This is an optimization exercise on Yosys and OpenROAD, whose aim is small area, not a production implementation. In this exercise RTL edits were held to simulation tests only and were not proved equivalent to the original. No activity file was given, so power comes from the tool's default toggle rates.

$ cat flow/config.mk
export PLATFORM = sky130hd
export DESIGN_NAME = pong
export DESIGN_NICKNAME = pong
export VERILOG_FILES = /design/flow/design.v
export SDC_FILE = /design/flow/constraint.sdc
export NUM_CORES = 4
export LEC_CHECK = 0
export CAP_MARGIN = 20
export CORE_MARGIN = 2
export CORE_UTILIZATION = 70
export SLEW_MARGIN = 20
$ cat flow/constraint.sdc
create_clock -name core_clock -period 20.0 [get_ports {clk_50M}]
set_input_delay 4.0000 -clock core_clock [delete_from_list [all_inputs] [get_ports {clk_50M}]]
set_output_delay 4.0000 -clock core_clock [all_outputs]
set_load 0.01 [all_outputs]
$ cat flow/design.v
`default_nettype none
module pong(
	input logic clk_50M,
	input logic rst,
	input logic [16:0] sw,
	input logic [3:0] btns_b,
	output logic [17:0] ledr,
	output logic [8:0] ledg,
    output logic HS, VS,
    output logic [23:0] VGA_RGB,
    output logic VGA_clk,
    output logic VGA_blank
);
	logic clk;
	assign clk = clk_50M;
	logic       clk_25M;
	logic [9:0] hc, vc;
	logic       in_play;
	logic [2:0] lscore, rscore;
	logic [9:0] bx;
	logic [8:1] by_h;
	logic       dir_x, dir_y;
	logic [9:0] period, cnt;
	logic [8:0] lp, rp;
	logic [8:0] by;
	assign by = {by_h, ~bx[0]};
	assign ledg = 9'b0;
	assign ledr = {12'b0, lscore, rscore};
	function automatic [9:0] step(input [9:0] v, input en, input down);
		logic [9:0] t;
		t[0] = en;
		for (int i = 1; i < 10; i++) t[i] = t[i-1] & (v[i-1] ^ down);
		step = v ^ t;
	endfunction
	logic h_end, v_end;
	assign h_end = hc[9] & hc[8] & (&hc[4:0]);
	assign v_end = vc[9] & vc[3];
	always_ff @(posedge clk, posedge rst) begin
		if (rst) begin
			clk_25M <= 1'b0;
			hc <= 10'd0;
			vc <= 10'd0;
		end else begin
			clk_25M <= ~clk_25M;
			hc <= (~clk_25M & h_end) ? 10'd0 : step(hc, ~clk_25M, 1'b0);
			vc <= (~clk_25M & h_end & v_end) ? 10'd0 : step(vc, ~clk_25M & h_end, 1'b0);
		end
	end
	assign VGA_clk = ~clk_25M;
	assign HS = (hc > 10'd95);
	assign VS = (vc > 10'd1);
	assign VGA_blank = (hc >= 10'd144) & (hc <= 10'd783) & (vc >= 10'd31) & (vc <= 10'd510);
	logic [2:0] stripe;
	always_comb begin
		stripe = 3'd0;
		if (hc >= 10'd144 && hc <= 10'd783) begin
			if      (hc >= 10'd704) stripe = 3'd7;
			else if (hc >= 10'd624) stripe = 3'd6;
			else if (hc >= 10'd544) stripe = 3'd5;
			else if (hc >= 10'd464) stripe = 3'd4;
			else if (hc >= 10'd384) stripe = 3'd3;
			else if (hc >= 10'd304) stripe = 3'd2;
			else if (hc >= 10'd224) stripe = 3'd1;
			else                    stripe = 3'd0;
		end
	end
	logic [2:0] stripes_color;
	assign stripes_color = {stripe[2], stripe[1], stripe[0]};
	logic [9:0] dhx, dpv, dbv;
	logic [8:0] psel;
	assign psel = hc[9] ? rp : lp;
	assign dhx = hc - bx;
	assign dpv = vc - {1'b0, psel};
	assign dbv = vc - {1'b0, by};
	logic pad_hor, in_pad, in_ball, white;
	assign pad_hor = (hc >= 10'd149 && hc <= 10'd154) || (hc >= 10'd768 && hc <= 10'd773);
	assign in_pad = pad_hor & (dpv <= 10'd40);
	assign in_ball = (dhx <= 10'd10) & (dbv <= 10'd10);
	assign white = in_pad | in_ball;
	always_comb begin
		if (sw[16])
			VGA_RGB = {stripes_color[2], 7'b0, stripes_color[1], 7'b0, stripes_color[0], 7'b0};
		else
			VGA_RGB = {24{white}};
	end
	logic upd;
	assign upd = ~|cnt;
	logic off_left, off_right, off_sides, off_top, off_bottom, off_wall;
	assign off_left   = (bx == 10'd144);
	assign off_right  = (bx == 10'd783);
	assign off_sides  = off_left | off_right;
	assign off_top    = (by == 9'd31);
	assign off_bottom = (by == 9'd510);
	assign off_wall   = off_top | off_bottom;
	logic [8:0] hsel, dhit;
	assign hsel = bx[9] ? rp : lp;
	assign dhit = by - hsel;
	logic hit_pad;
	assign hit_pad = ((bx == 10'd154) | (bx == 10'd758)) & (dhit <= 9'd40);
	logic dir_x_n, dir_y_n;
	assign dir_x_n = (upd & (hit_pad | off_sides)) ? ~dir_x : dir_x;
	assign dir_y_n = (upd & off_wall) ? ~dir_y : dir_y;
	logic [9:0] period_n;
	assign period_n = off_sides ? period - {3'b0, period[9:3]} : period;
	logic lbtn_dn, lbtn_up, rbtn_dn, rbtn_up;
	assign lbtn_dn = ~btns_b[3];
	assign lbtn_up = ~btns_b[2];
	assign rbtn_dn = ~btns_b[1];
	assign rbtn_up = ~btns_b[0];
	logic [9:0] lp_s, rp_s, bx_s, by_s, cnt_s;
	assign lp_s = step({1'b0, lp}, upd & in_play & ((lbtn_dn & ~lbtn_up & (lp != 9'd470)) | (lbtn_up & ~lbtn_dn & (lp != 9'd32))), lbtn_up);
	assign rp_s = step({1'b0, rp}, upd & in_play & ((rbtn_dn & ~rbtn_up & (rp != 9'd470)) | (rbtn_up & ~rbtn_dn & (rp != 9'd32))), rbtn_up);
	assign bx_s = step(bx, upd & in_play, ~dir_x_n);
	assign by_s = step({1'b0, by}, upd & in_play, ~dir_y_n);
	assign cnt_s = step(cnt, 1'b1, 1'b1);
	always_ff @(posedge clk, posedge rst) begin
		if (rst) begin
			in_play <= 1'b0;
			lscore <= 3'd0;
			rscore <= 3'd0;
			bx <= 10'd464;
			by_h <= 8'd135;
			dir_x <= 1'b0;
			dir_y <= 1'b0;
			period <= 10'd1000;
			cnt <= 10'd1000;
			lp <= 9'd251;
			rp <= 9'd251;
		end else begin
			cnt <= upd ? period_n : cnt_s;
			lp <= lp_s[8:0];
			rp <= rp_s[8:0];
			if (upd & off_sides) begin
				bx <= 10'd464;
				by_h <= 8'd135;
			end else begin
				bx <= bx_s;
				by_h <= by_s[8:1];
			end
			if (upd) begin
				dir_x <= dir_x_n;
				dir_y <= dir_y_n;
				period <= period_n;
				if (off_right) lscore <= lscore + 3'd1;
				if (off_left)  rscore <= rscore + 3'd1;
				if (in_play) begin
					if (off_sides) in_play <= 1'b0;
				end else if (sw[0])
					in_play <= 1'b1;
			end
		end
	end
endmodule
$ cat flow/flow/run.sh
#!/bin/bash
# The standard ORFS layout, except that:
#  - synthesis maps the logic with several area-oriented ABC scripts, keeps
#    the smallest result, and leaves adders to ABC (no full/half-adder
#    extraction); the registers are those of the standard synthesis;
#  - each port gets the smallest buffer (buf_1) instead of the default;
#  - the clock tree is built without dummy loads.
# All output goes to standard.log; ORFS keeps per-step logs under orfs/logs.
set -euo pipefail
here=$(pwd)
export AREA_ABC_SCRIPTS="$(ls $here/flow/abc_*.script | tr '\n' ' ')"
export BUFFER_PORTS_ARGS="-buffer_cell sky130_fd_sc_hd__buf_1"
export CTS_ARGS="-sink_clustering_enable -repair_clock_nets -buf_list sky130_fd_sc_hd__clkbuf_8 -dont_use_dummy_load"
bash standard.sh SYNTH_SCRIPT=$here/flow/synth.tcl ADDER_MAP_FILE= finish > standard.log 2>&1
$ cat flow/flow/abc_e2.script
strash
&get -n
&fraig -x
&put
scorr
dc2
balance -l
resub -K 6 -l
rewrite -l
resub -K 6 -N 2 -l
refactor -l
resub -K 8 -l
balance -l
resub -K 8 -N 2 -l
rewrite -l
resub -K 10 -l
rewrite -z -l
resub -K 10 -N 2 -l
balance -l
resub -K 12 -l
refactor -z -l
resub -K 12 -N 2 -l
rewrite -z -l
balance -l
strash
&get -n
&dch -f
&nf -R 1000
&put
$ cat flow/flow/abc_e3.script
strash
&get -n
&fraig -x
&put
scorr
dc2
balance -l
resub -K 6 -l
rewrite -l
resub -K 6 -N 2 -l
refactor -l
resub -K 8 -l
balance -l
resub -K 8 -N 2 -l
rewrite -l
resub -K 10 -l
rewrite -z -l
resub -K 10 -N 2 -l
balance -l
resub -K 12 -l
refactor -z -l
resub -K 12 -N 2 -l
rewrite -z -l
balance -l
balance -l
resub -K 6 -l
rewrite -l
resub -K 6 -N 2 -l
refactor -l
resub -K 8 -l
balance -l
resub -K 8 -N 2 -l
rewrite -l
resub -K 10 -l
rewrite -z -l
resub -K 10 -N 2 -l
balance -l
resub -K 12 -l
refactor -z -l
resub -K 12 -N 2 -l
rewrite -z -l
balance -l
strash
&get -n
&dch -f
&nf -R 1000
&put
$ cat flow/flow/abc_g5.script
strash
&get -n
&fraig -x
&put
scorr
dc2
balance -l
resub -K 6 -l
rewrite -l
resub -K 6 -N 2 -l
refactor -l
resub -K 8 -l
balance -l
resub -K 8 -N 2 -l
rewrite -l
resub -K 10 -l
rewrite -z -l
resub -K 10 -N 2 -l
balance -l
resub -K 12 -l
refactor -z -l
resub -K 12 -N 2 -l
rewrite -z -l
balance -l
balance -l
resub -K 6 -l
rewrite -l
resub -K 6 -N 2 -l
refactor -l
resub -K 8 -l
balance -l
resub -K 8 -N 2 -l
rewrite -l
resub -K 10 -l
rewrite -z -l
resub -K 10 -N 2 -l
balance -l
resub -K 12 -l
refactor -z -l
resub -K 12 -N 2 -l
rewrite -z -l
balance -l
balance -l
resub -K 6 -l
rewrite -l
resub -K 6 -N 2 -l
refactor -l
resub -K 8 -l
balance -l
resub -K 8 -N 2 -l
rewrite -l
resub -K 10 -l
rewrite -z -l
resub -K 10 -N 2 -l
balance -l
resub -K 12 -l
refactor -z -l
resub -K 12 -N 2 -l
rewrite -z -l
balance -l
strash
&get -n
&dch -f
&nf -R 1000
&put
$ cat flow/flow/abc_h1.script
strash
&get -n
&fraig -x
&put
scorr
dc2
balance -l
resub -K 6 -l
rewrite -l
resub -K 6 -N 2 -l
refactor -l
resub -K 8 -l
balance -l
resub -K 8 -N 2 -l
rewrite -l
resub -K 10 -l
rewrite -z -l
resub -K 10 -N 2 -l
balance -l
resub -K 12 -l
refactor -z -l
resub -K 12 -N 2 -l
rewrite -z -l
balance -l
strash
dch -f
amap -m
$ cat flow/flow/abc_h2.script
strash
&get -n
&fraig -x
&put
scorr
dc2
balance -l
resub -K 6 -l
rewrite -l
resub -K 6 -N 2 -l
refactor -l
resub -K 8 -l
balance -l
resub -K 8 -N 2 -l
rewrite -l
resub -K 10 -l
rewrite -z -l
resub -K 10 -N 2 -l
balance -l
resub -K 12 -l
refactor -z -l
resub -K 12 -N 2 -l
rewrite -z -l
balance -l
strash
dch -f
amap -F 4 -A 8
$ cat flow/flow/abc_h3.script
strash
&get -n
&fraig -x
&put
scorr
dc2
balance -l
resub -K 6 -l
rewrite -l
resub -K 6 -N 2 -l
refactor -l
resub -K 8 -l
balance -l
resub -K 8 -N 2 -l
rewrite -l
resub -K 10 -l
rewrite -z -l
resub -K 10 -N 2 -l
balance -l
resub -K 12 -l
refactor -z -l
resub -K 12 -N 2 -l
rewrite -z -l
balance -l
strash
dch -f
amap -m -F 4 -A 8
$ cat flow/flow/abc_h4.script
strash
&get -n
&fraig -x
&put
scorr
dc2
balance -l
resub -K 6 -l
rewrite -l
resub -K 6 -N 2 -l
refactor -l
resub -K 8 -l
balance -l
resub -K 8 -N 2 -l
rewrite -l
resub -K 10 -l
rewrite -z -l
resub -K 10 -N 2 -l
balance -l
resub -K 12 -l
refactor -z -l
resub -K 12 -N 2 -l
rewrite -z -l
balance -l
balance -l
resub -K 6 -l
rewrite -l
resub -K 6 -N 2 -l
refactor -l
resub -K 8 -l
balance -l
resub -K 8 -N 2 -l
rewrite -l
resub -K 10 -l
rewrite -z -l
resub -K 10 -N 2 -l
balance -l
resub -K 12 -l
refactor -z -l
resub -K 12 -N 2 -l
rewrite -z -l
balance -l
strash
dch -f
amap
$ cat flow/flow/abc_h8.script
strash
&get -n
&fraig -x
&put
scorr
dc2
balance -l
resub -K 6 -l
rewrite -l
resub -K 6 -N 2 -l
refactor -l
resub -K 8 -l
balance -l
resub -K 8 -N 2 -l
rewrite -l
resub -K 10 -l
rewrite -z -l
resub -K 10 -N 2 -l
balance -l
resub -K 12 -l
refactor -z -l
resub -K 12 -N 2 -l
rewrite -z -l
balance -l
strash
amap
$ cat flow/flow/synth.tcl
# The standard synthesis (synth_recipe.tcl), except for the ABC step: the
# logic is mapped with each of the area-oriented ABC scripts listed in
# AREA_ABC_SCRIPTS and the smallest result is kept. Everything before ABC,
# and so every register's name and cell, is unchanged.
proc synth {args} { yosys synth -nofsm -noshare {*}$args }
proc abc {args} {
  set i [lsearch -exact $args -script]
  set lib [lindex $::env(LIB_FILES) 0]
  set stat_file $::env(OBJECTS_DIR)/abc_area_pick.txt
  yosys design -save pre_abc
  set best_area ""
  set best_script ""
  foreach script $::env(AREA_ABC_SCRIPTS) {
    yosys design -load pre_abc
    yosys abc {*}[lreplace $args [expr {$i+1}] [expr {$i+1}] $script]
    yosys tee -q -o $stat_file stat -liberty $lib
    set fh [open $stat_file r]; set txt [read $fh]; close $fh
    regexp {Chip area for module[^:]*:\s*([0-9.]+)} $txt -> area
    puts "ABC script $script: area $area"
    if { $best_area eq "" || $area < $best_area } { set best_area $area; set best_script $script }
  }
  puts "ABC script picked: $best_script ($best_area)"
  yosys design -load pre_abc
  yosys abc {*}[lreplace $args [expr {$i+1}] [expr {$i+1}] $best_script]
}
source $::env(SCRIPTS_DIR)/synth.tcl
# left out here: clear keep_hierarchy, flatten, clean up, hide names made inside functions, write 1_2_yosys.v
$ cat flow/standard.sh
#!/bin/bash
# synth_recipe.tcl (not shown) runs the flow's synth.tcl, then flattens the netlist and writes it again
# the make line also repeats each setting of config.mk as NAME=value (left out here)
make -C /OpenROAD-flow-scripts/flow DESIGN_CONFIG=/design/flow/config.mk WORK_HOME=/design/flow/orfs CLKGATE_MAP_FILE= SYNTH_SCRIPT=/design/flow/synth_recipe.tcl "${@:-finish}"
==> results of run 1 <==
## how the worst min path moves through the flow
stage                               start               endpoint  slack [ns]  cells after the start
floorplan               clk_25M$_DFF_PP0_        hc[0]$_DFF_PP0_        0.45                      1
global placement    lscore[2]$_DFFE_PP0P_  lscore[2]$_DFFE_PP0P_        0.45                      1
detailed placement  rscore[2]$_DFFE_PP0P_  rscore[2]$_DFFE_PP0P_        0.46                      1
CTS                 rscore[2]$_DFFE_PP0P_  rscore[2]$_DFFE_PP0P_        0.47                      1
global route        rscore[2]$_DFFE_PP0P_  rscore[2]$_DFFE_PP0P_        0.49                      1
finish              rscore[2]$_DFFE_PP0P_  rscore[2]$_DFFE_PP0P_        0.47                      1
## worst reg2reg max path: cells and delay by family, from the launching register on
family	cells	cell delay (ns)
compound gates	8	1.37
xor+xnor	1	0.46
buf+inv	12	2.00
flops	1	0.39
simple gates	12	2.28
## sequential cells by signal, indices dropped and copies added (netlist names)
register,flops
bx,10
by_h,8
clk_25M,1
cnt,10
dir_x,1
dir_y,1
hc,10
in_play,1
lp,9
lscore,3
period,10
rp,9
rscore,3
vc,10
## cells by family after synthesis
family                    Yosys count
AOI/OAI and AO/OA                 289
DFF                                86
buffers and inverters             157
other                               1
xor gates and xnor gates            1
and+or+nand+nor                   211
## Yosys cell counts, types with 8 or more instances
cell type / count
sky130_fd_sc_hd__clkinv_1: 116
sky130_fd_sc_hd__nor2_1: 105
sky130_fd_sc_hd__o21ai_0: 71
sky130_fd_sc_hd__a21oi_1: 61
sky130_fd_sc_hd__o22ai_1: 57
sky130_fd_sc_hd__dfrtp_1: 52
sky130_fd_sc_hd__nand2_1: 45
sky130_fd_sc_hd__buf_4: 41
sky130_fd_sc_hd__dfstp_2: 34
sky130_fd_sc_hd__o221ai_1: 27
sky130_fd_sc_hd__nor3_1: 21
sky130_fd_sc_hd__a211oi_1: 15
sky130_fd_sc_hd__a22oi_1: 13
sky130_fd_sc_hd__o21a_1: 11
sky130_fd_sc_hd__nor4_1: 9
sky130_fd_sc_hd__a31oi_1: 8
sky130_fd_sc_hd__nand3_1: 8
## area by class of cell
cell class,instances,area [sq um]
inverters,116,437
flip-flops and latches,86,2190
repair buffers,43,173
well taps,102,128
multi-input cells,522,2820
clock buffers,9,124
fillers,595,1930
## stage by stage
stage / total power [mW] / instances / worst slack [ns]
finish: 0.437 / 878 / 10.61
global route: 0.463 / 878 / 10.35
CTS: 0.434 / 878 / 10.58
detailed placement: 0.340 / 869 / 10.59
global placement: 0.331 / 869 / 10.69
floorplan: 0.313 / 765 / 10.74
## power by group
group	internal (mW)	switching (mW)
clock network	0.0403	0.0547
logic	0.0417	0.0682
registers	0.200	0.0315
## metal layers
layer	up-vias	global-route usage, %
met2	285	54.0
met1	2586	43.2
li1	2725	-
met3	28	5.14
met5	-	0
met4	0	13.9
==> qor.json, run 1 <==
{
  "detailed_routing": {
    "routed-wl-met2_um": 6540,
    "drt_pre_antenna_iters": 5,
    "wl_met1_um": 5760,
    "drt_total_wl_um": 13600,
    "drt-wirelength-per-cell_um": 15.5,
    "route.top_layer_used": "met4",
    "drc": 0,
    "residual_antenna_violating_net_count_after_detailed_routing": 0,
    "dr_wl_met3_um": 1030,
    "first_iter_violations": 460,
    "dr_total_vias": 5624,
    "vias_per_cell": 6.41
  },
  "setup_path": {
    "cp_bufs_invs": 3,
    "critical-path-top-cell-by-count": "sky130_fd_sc_hd__buf_1",
    "critical_path.reg2reg.startpoint": "cnt[0]$_DFF_PP0_",
    "ff2ff_setup_slack_ns": 13.42,
    "worst_setup_path_end_kind": "output pin",
    "worst_ep_arrival_time_ns": 5.39,
    "worst-setup-path-type": "in2out",
    "worstPathCellList": "buf_1 > nor2_1 > clkinv_1 > o21ai_0 > buf_1",
    "critical-path-slowest-cell": "sky130_fd_sc_hd__nor2_1",
    "critical_path_depth": 5,
    "worst_r2r_endpoint": "bx[8]$_DFF_PP1_",
    "worst_r2r_path_depth": 33,
    "cpPeakStageDelay_ns": 0.74,
    "cpLargestDelayFamily": "simple AND/OR/NAND/NOR gates",
    "path_max_fanout": 22,
    "timing.critical_path.from_type": "primary input",
    "critical_path.endpoint": "VGA_RGB[23]",
    "cp-startpoint": "sw[16]",
    "cp.required_ns": 16.00
  },
  "outcome": {
    "outcome": "complete, no violations"
  },
  "timing": {
    "final_hold_viol_count": 0,
    "achievable-frequency_mhz": 107,
    "grt_setup_unrepaired": "false",
    "report.final.setup_viol": 0,
    "totalNegativeSetupSlack_ns": 0,
    "finalWorstPathRequiredPeriod_ns": 9.39,
    "fin_skew_ns": 0.0312,
    "hold-worst-slack_ns": 0.467,
    "worst_slew_slack_as_a_fraction_of_its_limit_pct": 31.0,
    "finalMaxSlewViolations": 0,
    "tcrit_tclk_final_pct": 46.9,
    "worst-slew-pin-transition_ns": 1.03
  },
  "synthesis": {
    "postSynth.topFlopCell": "sky130_fd_sc_hd__dfrtp_1",
    "syn_avg_cell_area_sq_um": 7.62,
    "syn_area_sq_mm": 0.00568,
    "syn_inst": 745,
    "portion_of_netlist_area_occupied_by_mux_cells_pct": 0,
    "synth_top_cell_by_area": "sky130_fd_sc_hd__dfrtp_1",
    "top_area_cell_type_share_of_the_netlist_area_pct": 22.9,
    "synth_enable_flop_cells": 0,
    "synth_compound_gate_area_share_pct": 31.9,
    "largest_family_of_logic_cells_by_synthesized_area": "compound AO/OA/AOI/OAI gates",
    "synth.yosys.seq_area_share_pct": 38.6,
    "synth_simple_gate_area_share_pct": 16.1,
    "synthArstFlopShare_pct": 100,
    "synth_adder_area_share_pct": 0,
    "netlist_top_cells_area": "sky130_fd_sc_hd__dfrtp_1 23%, sky130_fd_sc_hd__dfstp_2 16%, sky130_fd_sc_hd__clkinv_1 7.7%",
    "synth.ff_latch_count": 86,
    "synth_xor_area_share_pct": 0.154,
    "ys.warnings.count": 1,
    "post_synth_cell_types": 40
  },
  "cts": {
    "cts_inserted_buffers": 9,
    "post_cts_resize_count": 0,
    "cts.path.max_buffers": 2,
    "tritoncts_num_sinks": 86,
    "clkLatencyLatePin_ns": 0.36,
    "ctsRootBufferMaster": "sky130_fd_sc_hd__clkbuf_8",
    "post-cts-setup-buffers": 0,
    "cts_max_level": 3,
    "clk_pin_slew_ns": 0.08,
    "tritoncts_clock_tree": "yes",
    "cts-hold-fix-buffers": 0
  },
  "floorplan": {
    "initial_utilization_pct": 72.8,
    "rows": 32,
    "die_width_um": 94.1,
    "io_pins": 78,
    "die_area_sq_mm": 0.00885,
    "floorplan.core_area_sq_mm": 0.00781,
    "die_height_um": 94.1
  },
  "global_routing": {
    "grt_remaining_overflow": 0,
    "grt_usage_pct": 32.8,
    "grt_max_degree": 87,
    "grt_pass1_wl_um": 23500,
    "grt_antenna_before_repair": 0,
    "via_count_of_the_first_global_routing_pass": 5297
  },
  "finish": {
    "layout.cells.most_common": "sky130_fd_sc_hd__clkinv_1",
    "num-nets-final": 801,
    "drive_gt1_share_pct": 5.93,
    "most-common-layout-cells": "115 x sky130_fd_sc_hd__clkinv_1, 105 x sky130_fd_sc_hd__nor2_1, 71 x sky130_fd_sc_hd__o21ai_0",
    "layout.cell_area.non_filler_sq_mm": 0.00587,
    "layout.core_utilization_pct": 75.2,
    "growth_of_design_area_from_synthesis_to_finish_pct": 3.39,
    "antenna_cells_inserted": 0
  },
  "place": {
    "port_buffer_count": 41,
    "detailed_place_hpwl_um": 10000,
    "placed_cell_area_sq_mm": 0.00575,
    "place.gp.congestion": 0.926
  },
  "pwr": {
    "static_leakage_nw": 2.19,
    "powerDensity_mw_per_mm2": 74.4,
    "vdd_drop_max_mv": 0.0302
  },
  "min_path": {
    "hold_wc_path_type": "reg2reg"
  },
  "flow_run": {
    "max-cap-violations": 0
  }
}
==> run 2, diff against run 1 <==
--- a/flow/design.v
+++ b/flow/design.v
@@ -18,9 +18,15 @@
 	logic       in_play;
 	logic [2:0] lscore, rscore;
-	logic [9:0] bx;
-	logic [8:1] by_h;
+	logic [9:0] bx, bx_q;
+	logic [8:1] by_h, by_h_q;
 	logic       dir_x, dir_y;
-	logic [9:0] period, cnt;
-	logic [8:0] lp, rp;
+	logic [9:0] period, cnt, period_q, cnt_q;
+	logic [8:0] lp, rp, lp_q, rp_q;
+	assign bx = bx_q ^ 10'd464;
+	assign by_h = by_h_q ^ 8'd135;
+	assign period = period_q ^ 10'd1000;
+	assign cnt = cnt_q ^ 10'd1000;
+	assign lp = lp_q ^ 9'd251;
+	assign rp = rp_q ^ 9'd251;
 	logic [8:0] by;
 	assign by = {by_h, ~bx[0]};
@@ -119,27 +125,27 @@
 			lscore <= 3'd0;
 			rscore <= 3'd0;
-			bx <= 10'd464;
-			by_h <= 8'd135;
+			bx_q <= 10'd0;
+			by_h_q <= 8'd0;
 			dir_x <= 1'b0;
 			dir_y <= 1'b0;
-			period <= 10'd1000;
-			cnt <= 10'd1000;
-			lp <= 9'd251;
-			rp <= 9'd251;
+			period_q <= 10'd0;
+			cnt_q <= 10'd0;
+			lp_q <= 9'd0;
+			rp_q <= 9'd0;
 		end else begin
-			cnt <= upd ? period_n : cnt_s;
-			lp <= lp_s[8:0];
-			rp <= rp_s[8:0];
+			cnt_q <= (upd ? period_n : cnt_s) ^ 10'd1000;
+			lp_q <= lp_s[8:0] ^ 9'd251;
+			rp_q <= rp_s[8:0] ^ 9'd251;
 			if (upd & off_sides) begin
-				bx <= 10'd464;
-				by_h <= 8'd135;
+				bx_q <= 10'd0;
+				by_h_q <= 8'd0;
 			end else begin
-				bx <= bx_s;
-				by_h <= by_s[8:1];
+				bx_q <= bx_s ^ 10'd464;
+				by_h_q <= by_s[8:1] ^ 8'd135;
 			end
 			if (upd) begin
 				dir_x <= dir_x_n;
 				dir_y <= dir_y_n;
-				period <= period_n;
+				period_q <= period_n ^ 10'd1000;
 				if (off_right) lscore <= lscore + 3'd1;
 				if (off_left)  rscore <= rscore + 3'd1;
==> qor.json, run 2 <==
{
  "finish": {
    "num-nets-final": 803,
    "antenna_cells_inserted": 0,
    "layout.cell_area.non_filler_sq_mm": 0.00584,
    "drive_gt1_share_pct": 1.80,
    "most-common-layout-cells": "126 x sky130_fd_sc_hd__nor2_1, 97 x sky130_fd_sc_hd__clkinv_1, 86 x sky130_fd_sc_hd__dfrtp_1",
    "layout.core_utilization_pct": 75.1,
    "fillers": 614,
    "growth_of_design_area_from_synthesis_to_finish_pct": 3.55,
    "post_layout_nonfiller_instances": 880,
    "layout.cells.most_common": "sky130_fd_sc_hd__nor2_1"
  },
  "timing": {
    "tcrit_tclk_final_pct": 45.9,
    "worst_slew_slack_as_a_fraction_of_its_limit_pct": 49.0,
    "finalMaxSlewViolations": 0,
    "worst-slew-pin-transition_ns": 0.765,
    "achievable-frequency_mhz": 109,
    "timing.final.ws_setup_ns": 10.83,
    "totalNegativeSetupSlack_ns": 0,
    "hold-worst-slack_ns": 0.469,
    "finalWorstPathRequiredPeriod_ns": 9.17,
    "final_hold_viol_count": 0,
    "report.final.setup_viol": 0,
    "grt_setup_unrepaired": "false",
    "fin_skew_ns": 0.0325
  },
  "detailed_routing": {
    "vias_per_cell": 6.41,
    "drt_pre_antenna_iters": 6,
    "first_iter_violations": 460,
    "dr_total_vias": 5643,
    "drt_total_wl_um": 13600,
    "residual_antenna_violating_net_count_after_detailed_routing": 0,
    "drc": 0,
    "drt-wirelength-per-cell_um": 15.5
  },
  "setup_path": {
    "worstPathCellList": "buf_1 > nor2_2 > clkinv_1 > o21ai_0 > buf_1",
    "timing.critical_path.from_type": "primary input",
    "worst_setup_path_end_kind": "output pin",
    "worst-setup-path-type": "in2out",
    "critical-path-slowest-cell": "sky130_fd_sc_hd__nor2_2",
    "critical_path.reg2reg.startpoint": "bx_q[9]$_DFF_PP0_",
    "cp-startpoint": "sw[16]",
    "cpPeakStageDelay_ns": 0.56,
    "cp_bufs_invs": 3,
    "cp.required_ns": 16.00,
    "critical-path-top-cell-by-count": "sky130_fd_sc_hd__buf_1",
    "worst_ep_arrival_time_ns": 5.17,
    "cpLargestDelayFamily": "simple AND/OR/NAND/NOR gates",
    "path_max_fanout": 22
  },
  "place": {
    "placed_cell_area_sq_mm": 0.00570,
    "detailed_place_hpwl_um": 10100,
    "placedCellCount": 871,
    "port_buffer_count": 41,
    "place.gp.congestion": 0.895,
    "minimum_setup_slack_after_placement_ns": 10.50
  },
  "cts": {
    "cts-hold-fix-buffers": 0,
    "cts_inserted_buffers": 9,
    "tritoncts_clock_tree": "yes",
    "cts_max_level": 3,
    "clk_pin_slew_ns": 0.07,
    "post-cts-setup-buffers": 0,
    "tritoncts_num_sinks": 86,
    "cts.path.max_buffers": 2,
    "post_cts_resize_count": 0,
    "clkLatencyLatePin_ns": 0.37,
    "ctsRootBufferMaster": "sky130_fd_sc_hd__clkbuf_8"
  },
  "global_routing": {
    "via_count_of_the_first_global_routing_pass": 5045,
    "grt_pass1_wl_um": 22700,
    "grt_usage_pct": 32.2,
    "grt_remaining_overflow": 0,
    "grt_antenna_before_repair": 0,
    "grt_max_degree": 87
  },
  "synthesis": {
    "synth_enable_flop_cells": 0,
    "synthArstFlopShare_pct": 100,
    "netlist_top_cells_area": "sky130_fd_sc_hd__dfrtp_1 38%, sky130_fd_sc_hd__nor2_1 8.5%, sky130_fd_sc_hd__o21ai_0 6.8%",
    "top_area_cell_type_share_of_the_netlist_area_pct": 38.2,
    "syn_avg_cell_area_sq_um": 7.55,
    "synth.yosys.seq_area_share_pct": 38.2,
    "syn_area_sq_mm": 0.00564,
    "ys.warnings.count": 1,
    "post-synth-top-count-cell": "sky130_fd_sc_hd__nor2_1",
    "ys_top_cells_by_count": "127 x sky130_fd_sc_hd__nor2_1, 98 x sky130_fd_sc_hd__clkinv_1, 86 x sky130_fd_sc_hd__dfrtp_1",
    "post_synth_cell_types": 38,
    "synth_top_cell_by_area": "sky130_fd_sc_hd__dfrtp_1",
    "postSynth.topFlopCell": "sky130_fd_sc_hd__dfrtp_1",
    "syn_inst": 747,
    "synth.ff_latch_count": 86
  },
  "pwr": {
    "static_leakage_nw": 2.16,
    "totalPowerFinal_uw": 287,
    "powerDensity_mw_per_mm2": 49.2,
    "vdd_drop_max_mv": 0.0338
  },
  "floorplan": {
    "die_height_um": 93.7,
    "floorplan.core_area_sq_mm": 0.00777,
    "die_area_sq_mm": 0.00879,
    "io_pins": 78,
    "initial_utilization_pct": 72.6,
    "rows": 32,
    "die_width_um": 93.7
  },
  "min_path": {
    "hold_wc_path_type": "reg2reg",
    "timing.hold.worst.start": "rscore[2]$_DFFE_PP0P_"
  },
  "outcome": {
    "outcome": "complete, no violations"
  },
  "flow_run": {
    "max-cap-violations": 0
  }
}
-- run 2: final timing paths --
| check | to | slack, ns | cells past startpoint |
|---|---|---|---|
| worst min register to register | rscore[2]$_DFFE_PP0P_ | 0.47 | 1 |
| worst max-delay path | VGA_RGB[7] | 10.83 | 5 |
| min in group asynchronous | cnt_q[8]$_DFF_PP0_ | 3.82 | 3 |
| max in group asynchronous | by_h_q[4]$_DFF_PP0_ | 15.65 | 3 |
| worst max register to register | bx_q[8]$_DFF_PP0_ | 14.13 | 29 |
| worst min-delay path | rscore[2]$_DFFE_PP0P_ | 0.47 | 1 |
-- run 2: power by group --
| group | switching, mW | internal (mW) | leakage, nW | total (mW) |
|---|---|---|---|---|
| combinational | 0.00968 | 0.00287 | 0.995 | 0.0126 |
| sequential | 0.00146 | 0.175 | 1.10 | 0.176 |
| clock | 0.0579 | 0.0404 | 0.0647 | 0.0983 |
-- run 2: cell type report --
type	instances	area [sq um]	share of cell area [%]
Tap cell	102	128	2.19
Sequential cell	86	2150	36.9
Inverter	98	369	6.32
Multi-Input combinational cell	542	2890	49.5
Clock buffer	9	124	2.12
Timing Repair Buffer	43	173	2.96
-- run 2: per-layer routing --
layer / share of wire [%] / track usage (%)
met1: 42 / 44.5
met2: 47 / 51.9
met3: 9.0 / 5.38
met4: 1.8 / 10.3
met5: 0 / 0
-- run 2: cell families (layout without fill, tap and decap cells) --
family / Yosys count / count (layout) / synth area share, %
AND/OR/NAND/NOR: 240 / 240 / 18.5
AO/OA/AOI/OAI: 281 / 281 / 31.3
other: 1 / 21 / 0.0665
flip-flops: 86 / 86 / 38.2
buffers and inverters: 139 / 150 / 12.0
-- run 2: worst reg2reg max path, delay by kind of cell (launching register included) --
family                 cells  cell delay [ns]
AOI/OAI and AO/OA         13             2.50
and+or+nand+nor           10             1.33
DFF                        1             0.64
buffers and inverters      6             1.33
==> run 3, diff against run 2 <==
--- a/flow/flow/run.sh
+++ b/flow/flow/run.sh
@@ -11,4 +11,4 @@
 export AREA_ABC_SCRIPTS="$(ls $here/flow/abc_*.script | tr '\n' ' ')"
 export BUFFER_PORTS_ARGS="-buffer_cell sky130_fd_sc_hd__buf_1"
-export CTS_ARGS="-sink_clustering_enable -repair_clock_nets -buf_list sky130_fd_sc_hd__clkbuf_8 -dont_use_dummy_load"
+export CTS_ARGS="-sink_clustering_enable -repair_clock_nets -buf_list sky130_fd_sc_hd__clkbuf_16 -dont_use_dummy_load"
 bash standard.sh SYNTH_SCRIPT=$here/flow/synth.tcl ADDER_MAP_FILE= finish > standard.log 2>&1
==> qor.json, run 3 <==
{
  "outcome": {
    "outcome": "complete, no violations"
  },
  "floorplan": {
    "initial_utilization_pct": 72.6,
    "floorplan.core_area_sq_mm": 0.00777,
    "die_width_um": 93.7,
    "die_area_sq_mm": 0.00879,
    "io_pins": 78,
    "rows": 32,
    "die_height_um": 93.7
  },
  "setup_path": {
    "path_max_fanout": 22,
    "worstPathCellList": "buf_1 > nor2_2 > clkinv_1 > o21ai_0 > buf_1",
    "worst_ep_arrival_time_ns": 5.16,
    "cp.required_ns": 16.00,
    "timing.critical_path.from_type": "primary input",
    "cpLargestDelayFamily": "simple AND/OR/NAND/NOR gates",
    "critical-path-slowest-cell": "sky130_fd_sc_hd__nor2_2",
    "critical-path-top-cell-by-count": "sky130_fd_sc_hd__buf_1",
    "cp_bufs_invs": 3,
    "cpPeakStageDelay_ns": 0.56,
    "worst-setup-path-type": "in2out",
    "worst_setup_path_end_kind": "output pin"
  },
  "synthesis": {
    "synthArstFlopShare_pct": 100,
    "ys.warnings.count": 1,
    "synth.ff_latch_count": 86,
    "top_area_cell_type_share_of_the_netlist_area_pct": 38.2,
    "syn_area_sq_mm": 0.00564,
    "post_synth_cell_types": 38,
    "netlist_top_cells_area": "sky130_fd_sc_hd__dfrtp_1 38%, sky130_fd_sc_hd__nor2_1 8.5%, sky130_fd_sc_hd__o21ai_0 6.8%",
    "syn_inst": 747,
    "ys_top_cells_by_count": "127 x sky130_fd_sc_hd__nor2_1, 98 x sky130_fd_sc_hd__clkinv_1, 86 x sky130_fd_sc_hd__dfrtp_1",
    "postSynth.topFlopCell": "sky130_fd_sc_hd__dfrtp_1",
    "synth_enable_flop_cells": 0,
    "synth_top_cell_by_area": "sky130_fd_sc_hd__dfrtp_1",
    "syn_avg_cell_area_sq_um": 7.55,
    "post-synth-top-count-cell": "sky130_fd_sc_hd__nor2_1",
    "synth.yosys.seq_area_share_pct": 38.2
  },
  "finish": {
    "most-common-layout-cells": "126 x sky130_fd_sc_hd__nor2_1, 97 x sky130_fd_sc_hd__clkinv_1, 86 x sky130_fd_sc_hd__dfrtp_1",
    "layout.cells.most_common": "sky130_fd_sc_hd__nor2_1",
    "drive_gt1_share_pct": 1.80,
    "growth_of_design_area_from_synthesis_to_finish_pct": 5.35,
    "fillers": 589,
    "layout.cell_area.non_filler_sq_mm": 0.00594,
    "antenna_cells_inserted": 0,
    "num-nets-final": 803
  },
  "place": {
    "placed_cell_area_sq_mm": 0.00570,
    "detailed_place_hpwl_um": 10100,
    "port_buffer_count": 41,
    "place.gp.congestion": 0.895,
    "minimum_setup_slack_after_placement_ns": 10.50
  },
  "min_path": {
    "hold_wc_path_type": "reg2reg"
  },
  "detailed_routing": {
    "dr_total_vias": 5713,
    "first_iter_violations": 471,
    "vias_per_cell": 6.49,
    "drt_total_wl_um": 13800,
    "drt-wirelength-per-cell_um": 15.7,
    "residual_antenna_violating_net_count_after_detailed_routing": 0,
    "drt_pre_antenna_iters": 6,
    "drc": 0
  },
  "global_routing": {
    "grt_antenna_before_repair": 0,
    "via_count_of_the_first_global_routing_pass": 5127,
    "grt_max_degree": 87,
    "grt_pass1_wl_um": 23100,
    "grt_remaining_overflow": 0,
    "grt_usage_pct": 32.8
  },
  "cts": {
    "post_cts_resize_count": 0,
    "post-cts-setup-buffers": 0,
    "tritoncts_num_sinks": 86,
    "cts-hold-fix-buffers": 0,
    "tritoncts_clock_tree": "yes",
    "cts_max_level": 3,
    "clkLatencyLatePin_ns": 0.34,
    "clk_pin_slew_ns": 0.05,
    "ctsRootBufferMaster": "sky130_fd_sc_hd__clkbuf_16",
    "cts_inserted_buffers": 9,
    "cts.path.max_buffers": 2
  },
  "timing": {
    "fin_skew_ns": 0.0177,
    "achievable-frequency_mhz": 109,
    "final_hold_viol_count": 0,
    "hold-worst-slack_ns": 0.467,
    "worst-slew-pin-transition_ns": 0.771,
    "worst_slew_slack_as_a_fraction_of_its_limit_pct": 48.6,
    "timing.final.ws_setup_ns": 10.84,
    "report.final.setup_viol": 0,
    "finalWorstPathRequiredPeriod_ns": 9.16,
    "finalMaxSlewViolations": 0,
    "tcrit_tclk_final_pct": 45.8,
    "totalNegativeSetupSlack_ns": 0,
    "grt_setup_unrepaired": "false"
  },
  "flow_run": {
    "max-cap-violations": 0
  },
  "pwr": {
    "vdd_drop_max_mv": 0.0469,
    "totalPowerFinal_uw": 330,
    "powerDensity_mw_per_mm2": 55.6,
    "static_leakage_nw": 2.21
  }
}
## run 3: cell counts after synthesis
Identical to the previous run, type by type.
## run 3: routing by layer
metal  global-route usage [%]  vias up  wire [um]
met1                     44.9     2683       5870
met3                     5.38       39       1090
li1                         -     2729          -
met4                     10.4        0        315
met5                        0        -          0
met2                     53.5      262       6540
## run 3: worst paths after layout
path                                       start                     to  slack, ns  depth (start not counted)
setup / recovery                          sw[16]             VGA_RGB[7]      10.84                          5
max in group asynchronous                    rst        vc[6]$_DFF_PP0_      15.62                          3
min in group asynchronous                    rst      lp_q[0]$_DFF_PP0_       3.83                          3
hold reg to reg            lscore[2]$_DFFE_PP0P_  lscore[2]$_DFFE_PP0P_       0.47                          1
hold / removal             lscore[2]$_DFFE_PP0P_  lscore[2]$_DFFE_PP0P_       0.47                          1
setup reg to reg               bx_q[9]$_DFF_PP0_      bx_q[8]$_DFF_PP0_      14.03                         29
## run 3: cell type report
cell class / count / area [sq um] / share of cell area (%)
sequential: 86 / 2150 / 36.2
timing repair buffer: 43 / 173 / 2.91
inverter: 98 / 369 / 6.22
multi-input combinational: 542 / 2890 / 48.7
clock buffer: 9 / 225 / 3.79
tap: 102 / 128 / 2.15
## run 3: logic make-up (layout without fill, tap and decap cells)
logic type | Yosys count | count (layout) | share of synthesized area [%]
DFF | 86 | 86 | 38.2
other | 1 | 21 | 0.0665
AOI/OAI and AO/OA | 281 | 281 | 31.3
buffers and inverters | 139 | 150 | 12.0
and+or+nand+nor | 240 | 240 | 18.5
## run 3: worst register-to-register path, delay by kind of cell, from the launching register on
kind / cells / cell delay (ns)
buffers and inverters: 6 / 1.35
AOI/OAI and AO/OA: 13 / 2.52
DFF: 1 / 0.63
and+or+nand+nor: 10 / 1.39
## run 3: power by group
group | switching [mW] | internal (mW)
Clock | 0.0621 | 0.0792
Combinational | 0.00967 | 0.00287
Sequential | 0.00149 | 0.175
## run 3: metrics by stage
step	std cells	utilization, %
floorplan	767	-
global placement	871	73.4
detailed placement	871	73.4
CTS	880	76.3
global route	880	76.4
finish	880	76.4
==> run 4, diff against run 3 <==
==> flow/flow/run.sh (replaced) <==
#!/bin/bash
# The standard ORFS layout, except that:
#  - synthesis maps the logic with several area-oriented ABC scripts (some
#    using &deepsyn with a time limit), keeps
#    the smallest result, and leaves adders to ABC (no full/half-adder
#    extraction); the registers are those of the standard synthesis;
#  - each port gets the smallest buffer (buf_1) instead of the default;
#  - the clock tree is built without dummy loads.
# All output goes to standard.log; ORFS keeps per-step logs under orfs/logs.
set -euo pipefail
here=$(pwd)
export AREA_ABC_SCRIPTS="$(ls $here/flow/abc_*.script | tr '\n' ' ')"
export BUFFER_PORTS_ARGS="-buffer_cell sky130_fd_sc_hd__buf_1"
export CTS_ARGS="-sink_clustering_enable -repair_clock_nets -buf_list sky130_fd_sc_hd__clkbuf_8 -dont_use_dummy_load"
bash standard.sh SYNTH_SCRIPT=$here/flow/synth.tcl ADDER_MAP_FILE= finish > standard.log 2>&1
==> flow/flow/abc_ds1.script (new file) <==
strash
&get -n
&fraig -x
&put
scorr
dc2
&get -n
&deepsyn -T 20 -S 1
&put
strash
dch -f
amap -m -F 4 -A 8
==> flow/flow/abc_ds2.script (new file) <==
strash
&get -n
&fraig -x
&put
scorr
dc2
&get -n
&deepsyn -T 20 -S 2
&put
strash
dch -f
amap -m -F 4 -A 8
==> flow/flow/abc_ds3.script (new file) <==
strash
&get -n
&fraig -x
&put
scorr
dc2
&get -n
&deepsyn -T 20 -S 3
&put
strash
dch -f
amap -m -F 4 -A 8
==> flow/flow/abc_ds4.script (new file) <==
strash
&get -n
&fraig -x
&put
scorr
dc2
&get -n
&deepsyn -T 20 -S 4
&put
strash
dch -f
amap -m -F 4 -A 8
==> flow/flow/abc_ds5.script (new file) <==
strash
&get -n
&fraig -x
&put
scorr
dc2
&get -n
&deepsyn -T 20 -S 5
&put
strash
dch -f
amap -m -F 4 -A 8
==> flow/flow/abc_ds6.script (new file) <==
strash
&get -n
&fraig -x
&put
scorr
dc2
&get -n
&deepsyn -T 20 -S 6
&put
strash
dch -f
amap -m -F 4 -A 8
--- a/flow/flow/synth.tcl
+++ b/flow/flow/synth.tcl
@@ -13,14 +13,19 @@
   foreach script $::env(AREA_ABC_SCRIPTS) {
     yosys design -load pre_abc
-    yosys abc {*}[lreplace $args [expr {$i+1}] [expr {$i+1}] $script]
+    if { [catch { yosys abc {*}[lreplace $args [expr {$i+1}] [expr {$i+1}] $script] } err] } {
+      puts "ABC script $script failed: $err"
+      continue
+    }
     yosys tee -q -o $stat_file stat -liberty $lib
     set fh [open $stat_file r]; set txt [read $fh]; close $fh
     regexp {Chip area for module[^:]*:\s*([0-9.]+)} $txt -> area
     puts "ABC script $script: area $area"
-    if { $best_area eq "" || $area < $best_area } { set best_area $area; set best_script $script }
+    if { $best_area eq "" || $area < $best_area } {
+      set best_area $area; set best_script $script
+      yosys design -save best_abc
+    }
   }
   puts "ABC script picked: $best_script ($best_area)"
-  yosys design -load pre_abc
-  yosys abc {*}[lreplace $args [expr {$i+1}] [expr {$i+1}] $best_script]
+  yosys design -load best_abc
 }
 source $::env(SCRIPTS_DIR)/synth.tcl
==> qor.json, run 4 <==
{
  "detailed_routing": {
    "dr_total_vias": 5338,
    "first_iter_violations": 502,
    "residual_antenna_violating_net_count_after_detailed_routing": 0,
    "drt_pre_antenna_iters": 5,
    "drc": 0,
    "drt_total_wl_um": 13300,
    "drt-wirelength-per-cell_um": 15.7,
    "vias_per_cell": 6.32
  },
  "floorplan": {
    "rows": 32,
    "floorplan.core_area_sq_mm": 0.00765,
    "die_area_sq_mm": 0.00855,
    "die_height_um": 92.4,
    "io_pins": 78,
    "initial_utilization_pct": 71.6,
    "die_width_um": 92.4
  },
  "pwr": {
    "powerDensity_mw_per_mm2": 50.7,
    "vdd_drop_max_mv": 0.0364,
    "static_leakage_nw": 2.15
  },
  "setup_path": {
    "cpLargestDelayFamily": "simple AND/OR/NAND/NOR gates",
    "cpPeakStageDelay_ns": 0.53,
    "worst-setup-path-type": "in2out",
    "worstPathCellList": "buf_1 > nor2_2 > clkinv_1 > o21ai_0 > buf_1",
    "worst_ep_arrival_time_ns": 5.16,
    "worst_setup_path_end_kind": "output pin",
    "cp_bufs_invs": 3,
    "timing.critical_path.from_type": "primary input",
    "critical-path-slowest-cell": "sky130_fd_sc_hd__nor2_2",
    "cp.required_ns": 16.00,
    "path_max_fanout": 22,
    "critical-path-top-cell-by-count": "sky130_fd_sc_hd__buf_1"
  },
  "cts": {
    "post_cts_resize_count": 0,
    "ctsRootBufferMaster": "sky130_fd_sc_hd__clkbuf_8",
    "tritoncts_clock_tree": "yes",
    "clkLatencyLatePin_ns": 0.37,
    "clk_pin_slew_ns": 0.07,
    "cts_inserted_buffers": 9,
    "cts.path.max_buffers": 2,
    "tritoncts_num_sinks": 86,
    "post-cts-setup-buffers": 0,
    "cts_max_level": 3,
    "cts-hold-fix-buffers": 0
  },
  "timing": {
    "worst-slew-pin-transition_ns": 0.968,
    "worst_slew_slack_as_a_fraction_of_its_limit_pct": 34.6,
    "final_hold_viol_count": 0,
    "achievable-frequency_mhz": 109,
    "finalWorstPathRequiredPeriod_ns": 9.16,
    "tcrit_tclk_final_pct": 45.8,
    "report.final.setup_viol": 0,
    "fin_skew_ns": 0.0331,
    "totalNegativeSetupSlack_ns": 0,
    "finalMaxSlewViolations": 0,
    "grt_setup_unrepaired": "false"
  },
  "place": {
    "place.gp.congestion": 0.937,
    "port_buffer_count": 41,
    "detailed_place_hpwl_um": 9740
  },
  "synthesis": {
    "post-synth-top-count-cell": "sky130_fd_sc_hd__nor2_1",
    "ys_top_cells_by_count": "117 x sky130_fd_sc_hd__nor2_1, 104 x sky130_fd_sc_hd__clkinv_1, 86 x sky130_fd_sc_hd__dfrtp_1",
    "synthArstFlopShare_pct": 100,
    "synth.ff_latch_count": 86,
    "top_area_cell_type_share_of_the_netlist_area_pct": 39.3,
    "syn_area_sq_mm": 0.00548,
    "syn_avg_cell_area_sq_um": 7.68,
    "netlist_top_cells_area": "sky130_fd_sc_hd__dfrtp_1 39%, sky130_fd_sc_hd__nor2_1 8.0%, sky130_fd_sc_hd__clkinv_1 7.1%",
    "synth.yosys.seq_area_share_pct": 39.3,
    "post_synth_cell_types": 44,
    "syn_inst": 713,
    "ys.warnings.count": 1,
    "synth_top_cell_by_area": "sky130_fd_sc_hd__dfrtp_1",
    "postSynth.topFlopCell": "sky130_fd_sc_hd__dfrtp_1",
    "synth_enable_flop_cells": 0
  },
  "flow_run": {
    "max-cap-violations": 0
  },
  "finish": {
    "growth_of_design_area_from_synthesis_to_finish_pct": 3.43,
    "most-common-layout-cells": "116 x sky130_fd_sc_hd__nor2_1, 103 x sky130_fd_sc_hd__clkinv_1, 86 x sky130_fd_sc_hd__dfrtp_1",
    "layout.cells.most_common": "sky130_fd_sc_hd__nor2_1",
    "layout.core_utilization_pct": 74.1,
    "seq_area_sq_mm": 0.00215,
    "drive_gt1_share_pct": 1.62,
    "antenna_cells_inserted": 0,
    "multi_input_area_sq_mm": 0.00270,
    "fillers": 635,
    "num-nets-final": 768
  },
  "outcome": {
    "outcome": "complete, no violations"
  },
  "global_routing": {
    "grt_antenna_before_repair": 0,
    "grt_usage_pct": 32.4,
    "grt_remaining_overflow": 0,
    "grt_pass1_wl_um": 22600,
    "via_count_of_the_first_global_routing_pass": 4875,
    "grt_max_degree": 87
  },
  "min_path": {
    "hold_wc_path_type": "reg2reg"
  }
}
## run 4: changes by cell type after synthesis, sizes merged, moves of 4 or more
cell	previous run	this run
nor2	127	117
o221ai	20	13
clkinv	98	104
o22ai	55	37
a21oi	55	38
a211oi	13	19
a31oi	7	11
nor2b	8	3
nor3	14	32
o32ai	1	5
nand3	6	11
o21ai	77	60
## run 4: final timing paths
kind	startpoint	end	slack (ns)	depth (start not counted)
setup / recovery	sw[16]	VGA_RGB[15]	10.84	5
hold / removal	lscore[2]$_DFFE_PP0P_	lscore[2]$_DFFE_PP0P_	0.47	1
setup reg to reg	cnt_q[0]$_DFF_PP0_	bx_q[9]$_DFF_PP0_	13.84	23
hold reg to reg	lscore[2]$_DFFE_PP0P_	lscore[2]$_DFFE_PP0P_	0.47	1
max in group asynchronous	rst	rscore[2]$_DFFE_PP0P_	15.60	3
min in group asynchronous	rst	cnt_q[0]$_DFF_PP0_	3.81	3
## run 4: cell families after synthesis
| logic type | after synthesis | share of synthesized area (%) |
|---|---|---|
| XOR/XNOR | 3 | 0.480 |
| buffers and inverters | 145 | 12.8 |
| flip-flops | 86 | 39.3 |
| AO/OA/AOI/OAI | 239 | 28.5 |
| AND/OR/NAND/NOR | 239 | 18.9 |
| other | 1 | 0.0685 |
## run 4: area by class of cell
type | instances | share of cell area (%)
multi-input combinational | 502 | 47.7
sequential | 86 | 38.0
inverter | 104 | 6.92
timing repair buffer | 42 | 2.92
tap | 102 | 2.25
clock buffer | 9 | 2.19
## run 4: power breakdown
group          internal [mW]  switching, mW  total (mW)
registers              0.175        0.00146       0.176
logic                0.00292         0.0103      0.0133
clock network         0.0404         0.0573      0.0977
## run 4: stage by stage
step                      worst slack (ns)  area [sq um]  power [mW]  instances  hold WS [ns]
final                                10.84          5660       0.287        845         0.473
after global placement               10.65          5530       0.192        836         0.429
after detailed placement             10.46          5530       0.193        836         0.467
after floorplan                      10.76          5550       0.192        733         0.417
after CTS                            10.47          5660       0.288        845         0.477
after global routing                 10.68          5660       0.295        845         0.504
## run 4: routing by layer
layer,global-route usage [%],vias up,part of all wire [%]
li1,-,2571,-
met1,44.0,2506,43
met2,52.8,229,48
met3,4.96,32,6.7
met4,12.4,0,2.1
met5,0,-,0
## run 4: worst reg2reg max path, delay by kind of cell, from the launching register on
kind | cells | cell delay, ns
buf+inv | 4 | 0.75
xor+xnor | 1 | 0.19
simple gates | 10 | 3.05
flops | 1 | 0.41
compound gates | 8 | 1.70
==> run 5, diff against run 4 <==
--- a/flow/design.v
+++ b/flow/design.v
@@ -18,17 +18,18 @@
 	logic       in_play;
 	logic [2:0] lscore, rscore;
-	logic [9:0] bx, bx_q;
-	logic [8:1] by_h, by_h_q;
+	logic [9:0] bx_q;
+	logic [8:1] by_q;
 	logic       dir_x, dir_y;
-	logic [9:0] period, cnt, period_q, cnt_q;
-	logic [8:0] lp, rp, lp_q, rp_q;
+	logic [9:0] period_q, cnt_q;
+	logic [8:0] lp_q, rp_q;
+	logic       upd_d, pv_r, hit_r;
+	logic [9:0] bx, period, cnt;
+	logic [8:0] by, lp, rp;
 	assign bx = bx_q ^ 10'd464;
-	assign by_h = by_h_q ^ 8'd135;
+	assign by = {by_q ^ 8'd135, ~bx[0]};
 	assign period = period_q ^ 10'd1000;
 	assign cnt = cnt_q ^ 10'd1000;
 	assign lp = lp_q ^ 9'd251;
 	assign rp = rp_q ^ 9'd251;
-	logic [8:0] by;
-	assign by = {by_h, ~bx[0]};
 	assign ledg = 9'b0;
 	assign ledr = {12'b0, lscore, rscore};
@@ -39,18 +40,9 @@
 		step = v ^ t;
 	endfunction
+	logic upd;
+	assign upd = ~|cnt;
 	logic h_end, v_end;
 	assign h_end = hc[9] & hc[8] & (&hc[4:0]);
 	assign v_end = vc[9] & vc[3];
-	always_ff @(posedge clk, posedge rst) begin
-		if (rst) begin
-			clk_25M <= 1'b0;
-			hc <= 10'd0;
-			vc <= 10'd0;
-		end else begin
-			clk_25M <= ~clk_25M;
-			hc <= (~clk_25M & h_end) ? 10'd0 : step(hc, ~clk_25M, 1'b0);
-			vc <= (~clk_25M & h_end & v_end) ? 10'd0 : step(vc, ~clk_25M & h_end, 1'b0);
-		end
-	end
 	assign VGA_clk = ~clk_25M;
 	assign HS = (hc > 10'd95);
@@ -71,25 +63,26 @@
 		end
 	end
-	logic [2:0] stripes_color;
-	assign stripes_color = {stripe[2], stripe[1], stripe[0]};
-	logic [9:0] dhx, dpv, dbv;
-	logic [8:0] psel;
-	assign psel = hc[9] ? rp : lp;
+	logic [9:0] dhx, dbv;
 	assign dhx = hc - bx;
-	assign dpv = vc - {1'b0, psel};
 	assign dbv = vc - {1'b0, by};
-	logic pad_hor, in_pad, in_ball, white;
+	logic in_ball;
+	assign in_ball = (dhx <= 10'd10) & (dbv <= 10'd10);
+	logic pad_hor, job_pic, sub_le;
+	logic [8:0] sub_a, sub_b, sub_d;
 	assign pad_hor = (hc >= 10'd149 && hc <= 10'd154) || (hc >= 10'd768 && hc <= 10'd773);
-	assign in_pad = pad_hor & (dpv <= 10'd40);
-	assign in_ball = (dhx <= 10'd10) & (dbv <= 10'd10);
+	assign job_pic = pad_hor & (clk_25M | upd_d);
+	assign sub_a = job_pic ? vc[8:0] : by;
+	assign sub_b = (job_pic ? hc[9] : bx[9]) ? rp : lp;
+	assign sub_d = sub_a - sub_b;
+	assign sub_le = (sub_d <= 9'd40);
+	logic in_pad, white;
+	assign in_pad = pad_hor & (job_pic ? sub_le : pv_r);
 	assign white = in_pad | in_ball;
 	always_comb begin
 		if (sw[16])
-			VGA_RGB = {stripes_color[2], 7'b0, stripes_color[1], 7'b0, stripes_color[0], 7'b0};
+			VGA_RGB = {stripe[2], 7'b0, stripe[1], 7'b0, stripe[0], 7'b0};
 		else
 			VGA_RGB = {24{white}};
 	end
-	logic upd;
-	assign upd = ~|cnt;
 	logic off_left, off_right, off_sides, off_top, off_bottom, off_wall;
 	assign off_left   = (bx == 10'd144);
@@ -99,9 +92,6 @@
 	assign off_bottom = (by == 9'd510);
 	assign off_wall   = off_top | off_bottom;
-	logic [8:0] hsel, dhit;
-	assign hsel = bx[9] ? rp : lp;
-	assign dhit = by - hsel;
 	logic hit_pad;
-	assign hit_pad = ((bx == 10'd154) | (bx == 10'd758)) & (dhit <= 9'd40);
+	assign hit_pad = ((bx == 10'd154) | (bx == 10'd758)) & (job_pic ? hit_r : sub_le);
 	logic dir_x_n, dir_y_n;
 	assign dir_x_n = (upd & (hit_pad | off_sides)) ? ~dir_x : dir_x;
@@ -122,9 +112,26 @@
 	always_ff @(posedge clk, posedge rst) begin
 		if (rst) begin
+			clk_25M <= 1'b0;
+			hc <= 10'd0;
+			vc <= 10'd0;
+			upd_d <= 1'b0;
+			pv_r <= 1'b0;
+			hit_r <= 1'b0;
+		end else begin
+			clk_25M <= ~clk_25M;
+			hc <= (~clk_25M & h_end) ? 10'd0 : step(hc, ~clk_25M, 1'b0);
+			vc <= (~clk_25M & h_end & v_end) ? 10'd0 : step(vc, ~clk_25M & h_end, 1'b0);
+			upd_d <= upd;
+			if (job_pic) pv_r <= sub_le;
+			else         hit_r <= sub_le;
+		end
+	end
+	always_ff @(posedge clk, posedge rst) begin
+		if (rst) begin
 			in_play <= 1'b0;
 			lscore <= 3'd0;
 			rscore <= 3'd0;
 			bx_q <= 10'd0;
-			by_h_q <= 8'd0;
+			by_q <= 8'd0;
 			dir_x <= 1'b0;
 			dir_y <= 1'b0;
@@ -139,8 +146,8 @@
 			if (upd & off_sides) begin
 				bx_q <= 10'd0;
-				by_h_q <= 8'd0;
+				by_q <= 8'd0;
 			end else begin
 				bx_q <= bx_s ^ 10'd464;
-				by_h_q <= by_s[8:1] ^ 8'd135;
+				by_q <= by_s[8:1] ^ 8'd135;
 			end
 			if (upd) begin
==> qor.json, run 5 <==
{
  "cts": {
    "post_cts_resize_count": 0,
    "ctsRootBufferMaster": "sky130_fd_sc_hd__clkbuf_8",
    "cts_max_level": 3,
    "tritoncts_num_sinks": 89,
    "cts-hold-fix-buffers": 0,
    "cts_inserted_buffers": 9,
    "clk_pin_slew_ns": 0.10,
    "cts.path.max_buffers": 2,
    "tritoncts_clock_tree": "yes",
    "post-cts-setup-buffers": 0,
    "clkLatencyLatePin_ns": 0.38
  },
  "setup_path": {
    "timing.critical_path.from_type": "flop",
    "critical-path-slowest-cell": "sky130_fd_sc_hd__o22ai_1",
    "cp-startpoint": "hc[8]$_DFF_PP0_",
    "worst_ep_arrival_time_ns": 6.83,
    "critical_path.reg2reg.startpoint": "hc[8]$_DFF_PP0_",
    "worst_r2r_path_depth": 30,
    "cp.required_ns": 16.00,
    "critical_path_depth": 23,
    "critical-path-top-cell-by-count": "sky130_fd_sc_hd__a21oi_1",
    "cp_bufs_invs": 6,
    "cpPeakStageDelay_ns": 0.76,
    "worst-setup-path-type": "reg2out",
    "path_max_fanout": 22,
    "cpLargestDelayFamily": "compound AO/OA/AOI/OAI gates",
    "worst_setup_path_end_kind": "output pin",
    "worstPathCellList": "clkinv_1 > nand4_1 > o22ai_1 > a21oi_1 > o21a_1 > o21ai_0 > buf_4 > clkinv_1 > o22ai_1 > clkinv_1 > o22ai_1 > nor2_1 > a21oi_1 > a21oi_1 > nor2_1 > a21oi_1 > or4_1 > o21ai_0 > a21oi_1 > nor2_1 > clkinv_1 > o21ai_0 > buf_1"
  },
  "finish": {
    "layout.cell_area.non_filler_sq_mm": 0.00561,
    "growth_of_design_area_from_synthesis_to_finish_pct": 3.55,
    "layout.core_utilization_pct": 73.8,
    "num-nets-final": 752,
    "drive_gt1_share_pct": 1.65,
    "fillers": 606,
    "post_layout_nonfiller_instances": 829,
    "most-common-layout-cells": "114 x sky130_fd_sc_hd__nor2_1, 104 x sky130_fd_sc_hd__clkinv_1, 89 x sky130_fd_sc_hd__dfrtp_1",
    "seq_area_sq_mm": 0.00223,
    "multi_input_area_sq_mm": 0.00257,
    "layout.cells.most_common": "sky130_fd_sc_hd__nor2_1",
    "antenna_cells_inserted": 0
  },
  "timing": {
    "worst_slew_slack_as_a_fraction_of_its_limit_pct": 33.8,
    "report.final.setup_viol": 0,
    "grt_setup_unrepaired": "false",
    "timing.final.ws_setup_ns": 9.17,
    "hold-worst-slack_ns": 0.461,
    "fin_skew_ns": 0.0342,
    "achievable-frequency_mhz": 92.4,
    "finalMaxSlewViolations": 0,
    "worst-slew-pin-transition_ns": 0.989,
    "finalWorstPathRequiredPeriod_ns": 10.83,
    "final_hold_viol_count": 0,
    "tcrit_tclk_final_pct": 54.1,
    "totalNegativeSetupSlack_ns": 0
  },
  "place": {
    "minimum_setup_slack_after_placement_ns": 9.66,
    "placed_cell_area_sq_mm": 0.00549,
    "port_buffer_count": 41,
    "detailed_place_hpwl_um": 9290,
    "place.gp.congestion": 0.911,
    "placedCellCount": 820
  },
  "global_routing": {
    "grt_max_degree": 90,
    "grt_antenna_before_repair": 0,
    "grt_usage_pct": 30.7,
    "grt_remaining_overflow": 0,
    "via_count_of_the_first_global_routing_pass": 4612,
    "grt_pass1_wl_um": 21000
  },
  "synthesis": {
    "synth.ff_latch_count": 89,
    "syn_avg_cell_area_sq_um": 7.79,
    "synth_top_cell_by_area": "sky130_fd_sc_hd__dfrtp_1",
    "top_area_cell_type_share_of_the_netlist_area_pct": 41.1,
    "ys.warnings.count": 1,
    "synth.yosys.seq_area_share_pct": 41.1,
    "synthArstFlopShare_pct": 100,
    "synth_enable_flop_cells": 0,
    "netlist_top_cells_area": "sky130_fd_sc_hd__dfrtp_1 41%, sky130_fd_sc_hd__nor2_1 7.9%, sky130_fd_sc_hd__clkinv_1 7.3%",
    "post_synth_cell_types": 44,
    "syn_inst": 696,
    "ys_top_cells_by_count": "114 x sky130_fd_sc_hd__nor2_1, 105 x sky130_fd_sc_hd__clkinv_1, 89 x sky130_fd_sc_hd__dfrtp_1",
    "post-synth-top-count-cell": "sky130_fd_sc_hd__nor2_1",
    "syn_area_sq_mm": 0.00542,
    "postSynth.topFlopCell": "sky130_fd_sc_hd__dfrtp_1"
  },
  "floorplan": {
    "rows": 32,
    "io_pins": 78,
    "die_width_um": 92.0,
    "initial_utilization_pct": 71.2,
    "floorplan.core_area_sq_mm": 0.00761,
    "die_height_um": 92.0,
    "die_area_sq_mm": 0.00846
  },
  "min_path": {
    "hold_depth": 1,
    "hold_wc_path_type": "reg2reg",
    "timing.hold.worst.start": "cnt_q[0]$_DFF_PP0_"
  },
  "outcome": {
    "outcome": "complete, no violations"
  },
  "pwr": {
    "totalPowerFinal_uw": 287,
    "vdd_drop_max_mv": 0.0472,
    "static_leakage_nw": 2.20,
    "powerDensity_mw_per_mm2": 51.1
  },
  "flow_run": {
    "max-cap-violations": 0
  },
  "detailed_routing": {
    "drt_pre_antenna_iters": 5,
    "drt-wirelength-per-cell_um": 14.9,
    "dr_total_vias": 5134,
    "residual_antenna_violating_net_count_after_detailed_routing": 0,
    "drt_total_wl_um": 12400,
    "vias_per_cell": 6.19,
    "drc": 0,
    "first_iter_violations": 387
  }
}
-- run 5: cell count changes after synthesis, sizes merged, moves of 3 or more --
cell    change
nand4       +3
nand2       -8
o41a        -3
and3        +3
o21ai       +5
a21oi       +6
nor2        -3
nor4        -4
a31oi       -4
o32ai       -3
nand3       -3
dfrtp       +3
o221ai      +3
-- run 5: cell families after synthesis --
family,after synthesis,synth area share [%]
and+or+nand+nor,221,17.7
DFF,89,41.1
xor gates and xnor gates,2,0.323
buffers and inverters,146,13.0
other,1,0.0692
AOI/OAI and AO/OA,237,27.9
-- run 5: area by class of cell --
class | instances | area share [%]
tap | 102 | 2.27
timing repair buffer | 43 | 3.08
multi-input combinational | 481 | 45.7
sequential | 89 | 39.7
inverter | 105 | 7.04
clock buffer | 9 | 2.21
-- run 5: metal layers --
layer  up-vias  wire, um  track usage [%]
met4         0       259             9.95
met5         -         0                0
met3        28       695             3.37
met1      2378      5610             44.3
met2       217      5830             49.1
li1       2511         -                -
-- run 5: path summary, 6_finish.rpt --
path | end | slack (ns)
max | VGA_RGB[7] | 9.17
min | cnt_q[0]$_DFF_PP0_ | 0.46
max reg2reg | bx_q[9]$_DFF_PP0_ | 12.85
min reg2reg | cnt_q[0]$_DFF_PP0_ | 0.46
max in group asynchronous | by_q[6]$_DFF_PP0_ | 15.62
min in group asynchronous | cnt_q[0]$_DFF_PP0_ | 3.81
-- run 5: where the power goes --
group | total, mW | leakage [nW] | switching, mW | internal, mW
clock network | 0.0966 | 0.0647 | 0.0562 | 0.0403
registers | 0.181 | 1.14 | 0.000759 | 0.180
logic | 0.00889 | 0.987 | 0.00746 | 0.00143
total | 0.287 | 2.20 | 0.0644 | 0.222

## what the ideal ports hide
The results above use ideal ports. As a check the final layouts listed here were re-extracted and re-timed, cells and wires unchanged.
Step 1 sets driving cells, clkbuf_16 on the clock port and buf_2 on the other inputs (assumed; they add their load-dependent delay and slew).
Step 2 adds t to the input delays and takes it off the output delays; t is the mean of the earliest and latest rising clock arrival at the registers after step 1. Input paths then give back, and output paths get back, about the clock's delay inside the block.
Three values: ideal ports, drivers, drivers and shift; two values: the first two.
| run | shift t [ns] | slack for setup (ns) | worst register clock-pin slew, ns |
|---|---|---|---|
| run 1 | 0.378 | 10.613 / 10.593 / 10.593 | 0.09 / 0.09 |
| run 2 | 0.385 | 10.828 / 10.809 / 10.809 | 0.10 / 0.10 |
| run 3 | 0.368 | 10.841 / 10.821 / 10.821 | 0.07 / 0.07 |
| run 4 | 0.388 | 10.845 / 10.821 / 10.821 | 0.10 / 0.10 |
| run 5 | 0.388 | 9.172 / 9.144 / 9.532 | 0.10 / 0.10 |
After both steps every run listed still meets setup and hold. For run 4, which loses most, drivers alone change the setup slack by -0.024 ns; drivers and shift together by -0.024 ns.
